Background: an optimization exercise with open tools, aiming at small area, a short achievable clock period and few clock cycles per item. Do not read the settings as production practice.
RTL that was checked went through simulation tests only; none was proved equivalent to the original.

==> try-violet <==
## part_2_TOP
module part_2_TOP (input clk, rst, start, input [1:0] MOD, input [15:0] Xbus,
                   output Ready, output [17:0] RBUS);
==> module part_2_TOP, before the edit <==
module part_2_TOP (input clk, rst, start, input [1:0] MOD, input [15:0] Xbus,
                   output Ready, output [17:0] RBUS);
    reg        busy;       
    reg        ph;         
    reg [1:0]  mr;         
    reg [2:0]  k;          
    reg [7:0]  Bone, Btwo, Bneg;   
    reg        Bb15;               
    reg [15:0] U;          
    reg [17:0] acc;        
    wire        nz = |Xbus;
    wire        gt = Xbus[15] & (|Xbus[14:0]);
    wire        c0 = nz & (~Xbus[0] | gt);
    wire [14:0] y  = Xbus[15:1];
    reg  [14:0] h;                     
    integer i;
    always @(*) begin
        for (i = 0; i < 15; i = i + 1)
            h[i] = y[i] ^ (c0 & ~|(y & ((15'd1 << i) - 15'd1)));
    end
    wire [15:0] t0 = {h, Xbus[0] ^ (nz & ~gt)};
    wire [15:0] pm;
    mul16hi mu (.a(U), .one(Bone), .two(Btwo), .neg(Bneg), .b15(Bb15), .y(pm));
    reg [2:0] last;
    always @(*) begin
        case (mr)
            2'd0: last = 3'd6;
            2'd1: last = 3'd6;
            2'd2: last = 3'd5;
            default: last = 3'd7;
        endcase
    end
    wire [2:0] kn = k + 3'd1;
    reg [15:0] cn;
    always @(*) begin
        case ({mr == 2'd3, kn})
            {1'b0, 3'd2}: cn = 16'h5555;
            {1'b0, 3'd3}: cn = 16'h4000;
            {1'b0, 3'd4}: cn = 16'h3333;
            {1'b0, 3'd5}: cn = 16'h2AAA;
            {1'b0, 3'd6}: cn = 16'h2492;
            {1'b0, 3'd7}: cn = 16'h2000;
            {1'b1, 3'd2}: cn = 16'hAAAA;
            {1'b1, 3'd3}: cn = 16'hC000;
            {1'b1, 3'd4}: cn = 16'hCCCC;
            {1'b1, 3'd5}: cn = 16'hD555;
            {1'b1, 3'd6}: cn = 16'hD999;
            {1'b1, 3'd7}: cn = 16'hE000;
            default:      cn = 16'h0000;
        endcase
    end
    reg inc, neg;
    always @(*) begin
        case (mr)
            2'd0: begin inc = (k != 3'd7); neg = 1'b0;  end    
            2'd1: begin inc = ~k[0];       neg = k[1];  end    
            2'd2: begin inc = k[0];        neg = ~k[1]; end    
            default: begin inc = 1'b1;     neg = k[0];  end    
        endcase
    end
    reg aen, aneg;    
    wire [17:0] addend = {18{aen}} & ({18{aneg}} ^ {2'b00, U});
    wire [18:0] sum1 = {acc, 1'b1} + {addend, aen & aneg};
    wire [17:0] sum = sum1[18:1];
    assign RBUS  = sum;
    wire [15:0] dn = (busy & ph) ? cn : Xbus;
    wire [16:0] db = {dn, 1'b0};
    reg [7:0] one_n, two_n, neg_n;
    integer j;
    always @(*) begin
        for (j = 0; j < 8; j = j + 1) begin
            one_n[j] = db[2*j] ^ db[2*j+1];
            two_n[j] = (db[2*j+2] & ~db[2*j+1] & ~db[2*j]) | (~db[2*j+2] & db[2*j+1] & db[2*j]);
            neg_n[j] = db[2*j+2];
        end
    end
    assign Ready = ~busy;
    always @(posedge clk or posedge rst) begin
        if (rst) begin
            busy <= 1'b0;
            ph   <= 1'b0;
            aen  <= 1'b0;
            aneg <= 1'b0;
            mr   <= 2'd0;
            k    <= 3'd0;
        end else begin
            aen  <= busy & ph & inc;
            aneg <= neg;
            if (!busy) begin
                if (start) begin
                    busy <= 1'b1;
                    ph   <= 1'b1;
                    mr   <= MOD;
                    k    <= 3'd1;
                end
            end else if (ph) begin
                ph <= 1'b0;
                if (k == last)
                    busy <= 1'b0;
            end else begin
                ph <= 1'b1;
                k  <= kn;
            end
        end
    end
    always @(posedge clk) begin
        U <= busy ? pm : {1'b0, t0[15:1]};
        Bone <= one_n;
        Btwo <= two_n;
        Bneg <= neg_n;
        Bb15 <= dn[15];
        if (!busy & start) begin
            case (MOD)
                2'd0: acc <= {2'b01, t0};
                2'd2: acc <= 18'h10000;
                default: acc <= {2'b00, t0};
            endcase
        end else
            acc <= sum;
    end
endmodule
clock: 10.0 ns
lec_check: 0
cap_margin: 20
core_margin: 2
core_utilization: 40
place_density: 0.6
setup_slack_margin: 4
slew_margin: 20
run.sh (not shown) runs the stock make flow with config.mk's settings and CLKGATE_MAP_FILE= SYNTH_SCRIPT=/design/flow/synth_recipe.tcl, a recipe that flattens the netlist after the stock synthesis.
==> try-sierra: changes against try-violet <==
--- a/flow/design.v
+++ b/flow/design.v
@@ -10,2 +10,4 @@
     reg [17:0] acc;        
+    reg        sh;         
+    reg [1:0]  lo2;
     wire        nz = |Xbus;
@@ -61,3 +63,4 @@
     reg aen, aneg;    
-    wire [17:0] addend = {18{aen}} & ({18{aneg}} ^ {2'b00, U});
+    wire [15:0] ua = sh ? {U[13:0], lo2} : U;
+    wire [17:0] addend = {18{aen}} & ({18{aneg}} ^ {2'b00, ua});
     wire [18:0] sum1 = {acc, 1'b1} + {addend, aen & aneg};
@@ -65,3 +68,4 @@
     assign RBUS  = sum;
-    wire [15:0] dn = (busy & ph) ? cn : Xbus;
+    wire skip = busy & ph & (k == 3'd2) & (mr != 2'd3);
+    wire [15:0] dn = (busy & ph & ~skip) ? cn : Xbus;
     wire [16:0] db = {dn, 1'b0};
@@ -95,2 +99,4 @@
                 end
+            end else if (skip) begin
+                k <= 3'd3;
             end else if (ph) begin
@@ -106,3 +112,5 @@
     always @(posedge clk) begin
-        U <= busy ? pm : {1'b0, t0[15:1]};
+        U <= !busy ? {1'b0, t0[15:1]} : skip ? {2'b00, pm[15:2]} : pm;
+        sh <= skip;
+        lo2 <= pm[1:0];
         Bone <= one_n;
- CORE_UTILIZATION: 40 -> 65
- PLACE_DENSITY: 0.6 -> 0.8
==> try-raven: changes against try-violet <==
--- a/flow/design.v
+++ b/flow/design.v
@@ -10,2 +10,4 @@
     reg [17:0] acc;        
+    reg        sh;         
+    reg [1:0]  lo2;
     wire        nz = |Xbus;
@@ -61,3 +63,4 @@
     reg aen, aneg;    
-    wire [17:0] addend = {18{aen}} & ({18{aneg}} ^ {2'b00, U});
+    wire [15:0] ua = sh ? {U[13:0], lo2} : U;
+    wire [17:0] addend = {18{aen}} & ({18{aneg}} ^ {2'b00, ua});
     wire [18:0] sum1 = {acc, 1'b1} + {addend, aen & aneg};
@@ -65,3 +68,4 @@
     assign RBUS  = sum;
-    wire [15:0] dn = (busy & ph) ? cn : Xbus;
+    wire skip = busy & ph & (k == 3'd2) & (mr != 2'd3);
+    wire [15:0] dn = (busy & ph & ~skip) ? cn : Xbus;
     wire [16:0] db = {dn, 1'b0};
@@ -95,2 +99,4 @@
                 end
+            end else if (skip) begin
+                k <= 3'd3;
             end else if (ph) begin
@@ -106,3 +112,5 @@
     always @(posedge clk) begin
-        U <= busy ? pm : {1'b0, t0[15:1]};
+        U <= !busy ? {1'b0, t0[15:1]} : skip ? {2'b00, pm[15:2]} : pm;
+        sh <= skip;
+        lo2 <= pm[1:0];
         Bone <= one_n;
==> comparison table <==
| item | try-raven | try-sierra | try-violet |
|---|---|---|---|
| Run status | no timing/DRC/antenna violations | no timing/DRC/antenna violations | no timing/DRC/antenna violations |
| Proportion of synthesized flip-flops having asynchronous set or reset | 12.9% | 12.9% | 13.4% |
| Post-synthesis share of cell area spent on full adders, half adders and majority gates | 28.0% | 28.0% | 28.7% |
| Sequential cells | 70 | 70 | 67 |
| HPWL after detailed placement | 23700 microns | 22100 microns | 23100 microns |
| Portion of the layout cell area used by clock cells | 2.62% | 2.74% | 2.53% |
| Minimum clock period | 5.83 ns | 5.81 ns | 5.78 ns |
| Nets | 1427 | 1424 | 1429 |
| First-pass iteration count of the detailed router | 5 | 8 | 5 |
| Multi-In Gates | 966 | 966 | 963 |
| Launch point of the worst reg-to-reg path | Bone[2] | Bone[1] | Btwo[0] |
| Number of global-route vias before repair | 8902 | 9324 | 9053 |
| Share of Yosys cell area claimed by the top area cell type | 18.8% | 18.8% | 19.4% |
| Die boundary height | 169 microns | 133 microns | 166 microns |
| Post-route clock skew | 0.00630 ns | 0.00942 ns | 0.00783 ns |
| Total global routing track utilization | 22.2% | 34.7% | 22.7% |
| Nonclk inv count | 121 | 121 | 131 |
| Amount of wire on met2 after detailed routing | 14600 microns | 14400 microns | 14700 microns |
Testbench counts of try-sierra, summed over its fixed seeds: cycles 14,484, items 1,280.
Testbench counts of try-raven, summed over its fixed seeds: cycles 14,484, items 1,280.
For try-violet, only the layout was checked, not whether the RTL still works.

* * *

==> v18: inputs <==
Another version of the RTL of part_2_TOP (not shown whole).
==> module part_2_TOP, before the edit <==
module part_2_TOP (input clk, rst, start, input [1:0] MOD, input [15:0] Xbus,
                   output Ready, output [17:0] RBUS);
    reg        busy;       
    reg        ph;         
    reg [1:0]  mr;         
    reg [2:0]  k;          
    reg [7:0]  Bone, Btwo, Bneg;   
    reg        Bb15;               
    reg [15:0] U;          
    reg [17:0] acc;        
    reg [1:0]  lo2;        
    wire        nz = |Xbus;
    wire        gt = Xbus[15] & (|Xbus[14:0]);
    wire        c0 = nz & (~Xbus[0] | gt);
    wire [14:0] y  = Xbus[15:1];
    reg  [14:0] h;                     
    integer i;
    always @(*) begin
        for (i = 0; i < 15; i = i + 1)
            h[i] = y[i] ^ (c0 & ~|(y & ((15'd1 << i) - 15'd1)));
    end
    wire [15:0] t0 = {h, Xbus[0] ^ (nz & ~gt)};
    wire [15:0] pm;
    mul16hi mu (.a(U), .one(Bone), .two(Btwo), .neg(Bneg), .b15(Bb15), .y(pm));
    reg [2:0] last;
    always @(*) begin
        case (mr)
            2'd0: last = 3'd6;
            2'd1: last = 3'd6;
            2'd2: last = 3'd5;
            default: last = 3'd7;
        endcase
    end
    wire [2:0] kn = k + 3'd1;
    reg [15:0] cn;
    always @(*) begin
        case ({mr == 2'd3, kn})
            {1'b0, 3'd2}: cn = 16'h5555;
            {1'b0, 3'd3}: cn = 16'h4000;
            {1'b0, 3'd4}: cn = 16'h3333;
            {1'b0, 3'd5}: cn = 16'h2AAA;
            {1'b0, 3'd6}: cn = 16'h2492;
            {1'b0, 3'd7}: cn = 16'h2000;
            {1'b1, 3'd2}: cn = 16'hAAAA;
            {1'b1, 3'd3}: cn = 16'hC000;
            {1'b1, 3'd4}: cn = 16'hCCCC;
            {1'b1, 3'd5}: cn = 16'hD555;
            {1'b1, 3'd6}: cn = 16'hD999;
            {1'b1, 3'd7}: cn = 16'hE000;
            default:      cn = 16'h0000;
        endcase
    end
    reg inc, neg;
    always @(*) begin
        case (mr)
            2'd0: begin inc = (k != 3'd7); neg = 1'b0;  end    
            2'd1: begin inc = ~k[0];       neg = k[1];  end    
            2'd2: begin inc = k[0];        neg = ~k[1]; end    
            default: begin inc = 1'b1;     neg = k[0];  end    
        endcase
    end
    reg sp, sn, sp2, sn2, asub;
    wire [15:0] u2 = {U[13:0], lo2};
    wire [15:0] ad = ({16{sp}} & U) | ({16{sn}} & ~U) | ({16{sp2}} & u2) | ({16{sn2}} & ~u2);
    wire [17:0] addend = {{2{asub}}, ad};
    wire [18:0] sum1 = {acc, 1'b1} + {addend, asub};
    wire [17:0] sum = sum1[18:1];
    assign RBUS  = sum;
    wire skip = busy & ph & (k == 3'd2) & (mr != 2'd3);
    wire [15:0] dn = (busy & ph & ~skip) ? cn : Xbus;
    wire [16:0] db = {dn, 1'b0};
    reg [7:0] one_n, two_n, neg_n;
    integer j;
    always @(*) begin
        for (j = 0; j < 8; j = j + 1) begin
            one_n[j] = db[2*j] ^ db[2*j+1];
            two_n[j] = (db[2*j+2] & ~db[2*j+1] & ~db[2*j]) | (~db[2*j+2] & db[2*j+1] & db[2*j]);
            neg_n[j] = db[2*j+2];
        end
    end
    assign Ready = ~busy;
    always @(posedge clk or posedge rst) begin
        if (rst) begin
            busy <= 1'b0;
            ph   <= 1'b0;
            sp   <= 1'b0;
            sn   <= 1'b0;
            sp2  <= 1'b0;
            sn2  <= 1'b0;
            asub <= 1'b0;
            mr   <= 2'd0;
            k    <= 3'd0;
        end else begin
            sp   <= busy & ph & inc & ~neg & ~skip;
            sn   <= busy & ph & inc & neg & ~skip;
            sp2  <= busy & ph & inc & ~neg & skip;
            sn2  <= busy & ph & inc & neg & skip;
            asub <= busy & ph & inc & neg;
            if (!busy) begin
                if (start) begin
                    busy <= 1'b1;
                    ph   <= 1'b1;
                    mr   <= MOD;
                    k    <= 3'd1;
                end
            end else if (skip) begin
                k <= 3'd3;
            end else if (ph) begin
                ph <= 1'b0;
                if (k == last)
                    busy <= 1'b0;
            end else begin
                ph <= 1'b1;
                k  <= kn;
            end
        end
    end
    always @(posedge clk) begin
        U <= !busy ? {1'b0, t0[15:1]} : skip ? {2'b00, pm[15:2]} : pm;
        lo2 <= pm[1:0];
        Bone <= one_n;
        Btwo <= two_n;
        Bneg <= neg_n;
        Bb15 <= dn[15];
        if (!busy & start) begin
            case (MOD)
                2'd0: acc <= {2'b01, t0};
                2'd2: acc <= 18'h10000;
                default: acc <= {2'b00, t0};
            endcase
        end else
            acc <= sum;
    end
endmodule
==> flow/config.mk <==
export PLATFORM = sky130hd
export DESIGN_NAME = part_2_TOP
export DESIGN_NICKNAME = part_2_TOP
export VERILOG_FILES = /design/flow/design.v
export SDC_FILE = /design/flow/constraint.sdc
export NUM_CORES = 4
export LEC_CHECK = 0
export CAP_MARGIN = 20
export CORE_MARGIN = 2
export CORE_UTILIZATION = 40
export PLACE_DENSITY = 0.6
export SETUP_SLACK_MARGIN = 4.75
export SLEW_MARGIN = 20
==> flow/constraint.sdc <==
create_clock -name core_clock -period 10.0 [get_ports {clk}]
set_input_delay 2.0000 -clock core_clock [delete_from_list [all_inputs] [get_ports {clk}]]
set_output_delay 2.0000 -clock core_clock [all_outputs]
set_load 0.01 [all_outputs]
==> inputs of v35, as changes to v18 <==
--- a/flow/design.v
+++ b/flow/design.v
@@ -8,7 +8,8 @@
     reg        Bb15;               
     reg [15:0] U;          
     reg [17:0] acc;        
-    reg [1:0]  lo2;        
+    reg        sh;         
+    reg [1:0]  lo2;
     wire        nz = |Xbus;
     wire        gt = Xbus[15] & (|Xbus[14:0]);
     wire        c0 = nz & (~Xbus[0] | gt);
@@ -59,11 +60,10 @@
             default: begin inc = 1'b1;     neg = k[0];  end    
         endcase
     end
-    reg sp, sn, sp2, sn2, asub;
-    wire [15:0] u2 = {U[13:0], lo2};
-    wire [15:0] ad = ({16{sp}} & U) | ({16{sn}} & ~U) | ({16{sp2}} & u2) | ({16{sn2}} & ~u2);
-    wire [17:0] addend = {{2{asub}}, ad};
-    wire [18:0] sum1 = {acc, 1'b1} + {addend, asub};
+    reg aen, aneg;    
+    wire [15:0] ua = sh ? {U[13:0], lo2} : U;
+    wire [17:0] addend = {18{aen}} & ({18{aneg}} ^ {2'b00, ua});
+    wire [18:0] sum1 = {acc, 1'b1} + {addend, aen & aneg};
     wire [17:0] sum = sum1[18:1];
     assign RBUS  = sum;
     wire skip = busy & ph & (k == 3'd2) & (mr != 2'd3);
@@ -83,19 +83,13 @@
         if (rst) begin
             busy <= 1'b0;
             ph   <= 1'b0;
-            sp   <= 1'b0;
-            sn   <= 1'b0;
-            sp2  <= 1'b0;
-            sn2  <= 1'b0;
-            asub <= 1'b0;
+            aen  <= 1'b0;
+            aneg <= 1'b0;
             mr   <= 2'd0;
             k    <= 3'd0;
         end else begin
-            sp   <= busy & ph & inc & ~neg & ~skip;
-            sn   <= busy & ph & inc & neg & ~skip;
-            sp2  <= busy & ph & inc & ~neg & skip;
-            sn2  <= busy & ph & inc & neg & skip;
-            asub <= busy & ph & inc & neg;
+            aen  <= busy & ph & inc;
+            aneg <= neg;
             if (!busy) begin
                 if (start) begin
                     busy <= 1'b1;
@@ -117,6 +111,7 @@
     end
     always @(posedge clk) begin
         U <= !busy ? {1'b0, t0[15:1]} : skip ? {2'b00, pm[15:2]} : pm;
+        sh <= skip;
         lo2 <= pm[1:0];
         Bone <= one_n;
         Btwo <= two_n;
--- a/flow/config.mk
+++ b/flow/config.mk
@@ -9,5 +9,5 @@
 export CORE_MARGIN = 2
 export CORE_UTILIZATION = 40
 export PLACE_DENSITY = 0.6
-export SETUP_SLACK_MARGIN = 4.75
+export SETUP_SLACK_MARGIN = 5
 export SLEW_MARGIN = 20
==> inputs of v11, as changes to v18 <==
--- a/flow/design.v
+++ b/flow/design.v
@@ -8,7 +8,8 @@
     reg        Bb15;               
     reg [15:0] U;          
     reg [17:0] acc;        
-    reg [1:0]  lo2;        
+    reg        sh;         
+    reg [1:0]  lo2;
     wire        nz = |Xbus;
     wire        gt = Xbus[15] & (|Xbus[14:0]);
     wire        c0 = nz & (~Xbus[0] | gt);
@@ -59,11 +60,10 @@
             default: begin inc = 1'b1;     neg = k[0];  end    
         endcase
     end
-    reg sp, sn, sp2, sn2, asub;
-    wire [15:0] u2 = {U[13:0], lo2};
-    wire [15:0] ad = ({16{sp}} & U) | ({16{sn}} & ~U) | ({16{sp2}} & u2) | ({16{sn2}} & ~u2);
-    wire [17:0] addend = {{2{asub}}, ad};
-    wire [18:0] sum1 = {acc, 1'b1} + {addend, asub};
+    reg aen, aneg;    
+    wire [15:0] ua = sh ? {U[13:0], lo2} : U;
+    wire [17:0] addend = {18{aen}} & ({18{aneg}} ^ {2'b00, ua});
+    wire [18:0] sum1 = {acc, 1'b1} + {addend, aen & aneg};
     wire [17:0] sum = sum1[18:1];
     assign RBUS  = sum;
     wire skip = busy & ph & (k == 3'd2) & (mr != 2'd3);
@@ -83,19 +83,13 @@
         if (rst) begin
             busy <= 1'b0;
             ph   <= 1'b0;
-            sp   <= 1'b0;
-            sn   <= 1'b0;
-            sp2  <= 1'b0;
-            sn2  <= 1'b0;
-            asub <= 1'b0;
+            aen  <= 1'b0;
+            aneg <= 1'b0;
             mr   <= 2'd0;
             k    <= 3'd0;
         end else begin
-            sp   <= busy & ph & inc & ~neg & ~skip;
-            sn   <= busy & ph & inc & neg & ~skip;
-            sp2  <= busy & ph & inc & ~neg & skip;
-            sn2  <= busy & ph & inc & neg & skip;
-            asub <= busy & ph & inc & neg;
+            aen  <= busy & ph & inc;
+            aneg <= neg;
             if (!busy) begin
                 if (start) begin
                     busy <= 1'b1;
@@ -117,6 +111,7 @@
     end
     always @(posedge clk) begin
         U <= !busy ? {1'b0, t0[15:1]} : skip ? {2'b00, pm[15:2]} : pm;
+        sh <= skip;
         lo2 <= pm[1:0];
         Bone <= one_n;
         Btwo <= two_n;
--- a/flow/config.mk
+++ b/flow/config.mk
@@ -9,5 +9,5 @@
 export CORE_MARGIN = 2
 export CORE_UTILIZATION = 40
 export PLACE_DENSITY = 0.6
-export SETUP_SLACK_MARGIN = 4.75
+export SETUP_SLACK_MARGIN = 4
 export SLEW_MARGIN = 20
==> comparison <==
In v35 the clock skew is higher than in v11, by 6.6 ps.
Utilization, highest first: v35, v18, v11.
The lowest via count belongs to v11, the highest to v35.
Of v11 and v18, v11 has the higher area after synthesis (gap about 0.4%, measured against v18).
Sequential cell count is the same in v11 and v35.
In die area, v11 and v35 do not differ.
Against v11, the count of clock-buffer cells in the layout of v35 is lower by 5.
Cell count: v18 is lower than v35 (about 3%).
In synthesized cell count, v35 and v11 do not differ.
==> figures <==
quantity                                                                                    v18                       v11                       v35
Outcome                                                                          finished clean            finished clean            finished clean
Multiplexer share of the synthesized area                                                 3.90%                     2.47%                     2.47%
Clock net sink count                                                                         72                        70                        70
Post CTS Setup Buffer Count                                                                  35                         2                       116
Clock Latency Late Sink                                                                  340 ps                    330 ps                    350 ps
Seq_cells                                                                                    72                        70                        70
Yosys cell types                                                                             67                        63                        63
Synthesized area per cell                                                            8.64 sq um                8.72 sq um                8.72 sq um
Post-synthesis simple-gate area fraction                                                  9.87%                     9.55%                     9.55%
CP max-delay cell                                                      sky130_fd_sc_hd__dfrtp_2  sky130_fd_sc_hd__dfxtp_2  sky130_fd_sc_hd__dfxtp_4
Global-route wire length before repair                                                  48.1 mm                   48.4 mm                   53.1 mm
Slack of the worst reg-to-reg path                                                      4860 ps                   4250 ps                   4690 ps
Number of cells on the critical path                                                         15                        12                        14
Post-synthesis cell area                                                           0.0105 sq mm              0.0105 sq mm              0.0105 sq mm
Post-synthesis register bit count                                                            72                        70                        70
Critical path startpoint                                                          sp2$_DFF_PP0_              U[7]$_DFF_P_                sh$_DFF_P_
Proportion of synthesized flip-flops having asynchronous set or reset                     16.7%                     12.9%                     12.9%
Testbench counts of v18, summed over its fixed seeds: cycles 14,484, items 1,280.
Testbench counts of v35, summed over its fixed seeds: cycles 14,484, items 1,280.
Testbench counts of v11, summed over its fixed seeds: cycles 14,484, items 1,280.

==> static timing again, ports no longer ideal <==
In the flow no input, the clock included, has a driving cell. The finished layouts below were timed again as built, in two steps.
Step 1: set_driving_cell puts a clkbuf_16 on clk and a buf_2 on each other input, an assumption about the parent block.
Step 2 times the ports against the registers' clock, not the clock port: input delays grow and output delays shrink by t, the midpoint of the rising clock arrivals with the driver on.
Three values: no drivers, after step 1, after step 2; two values: the first two.
run	shift t [ns]	setup slack, ns	hold slack, ns	latest minus earliest clock arrival (ns)	cell pins on the clock port's net
try-violet	0.384	4.221 / 4.181 / 4.372	0.511 / 0.511 / 0.511	0.008 / 0.008	1
try-sierra	0.374	4.194 / 4.159 / 4.208	0.588 / 0.587 / 0.587	0.009 / 0.010	1
try-raven	0.378	4.171 / 4.129 / 4.250	0.554 / 0.554 / 0.554	0.006 / 0.006	1
v18	0.381	4.742 / 4.702 / 4.858	0.612 / 0.612 / 0.612	0.007 / 0.007	1
v35	0.382	4.591 / 4.551 / 4.686	0.564 / 0.564 / 0.564	0.010 / 0.010	1
v11	0.375	4.209 / 4.167 / 4.248	0.555 / 0.555 / 0.555	0.003 / 0.004	1
After both steps every run listed still meets setup and hold.
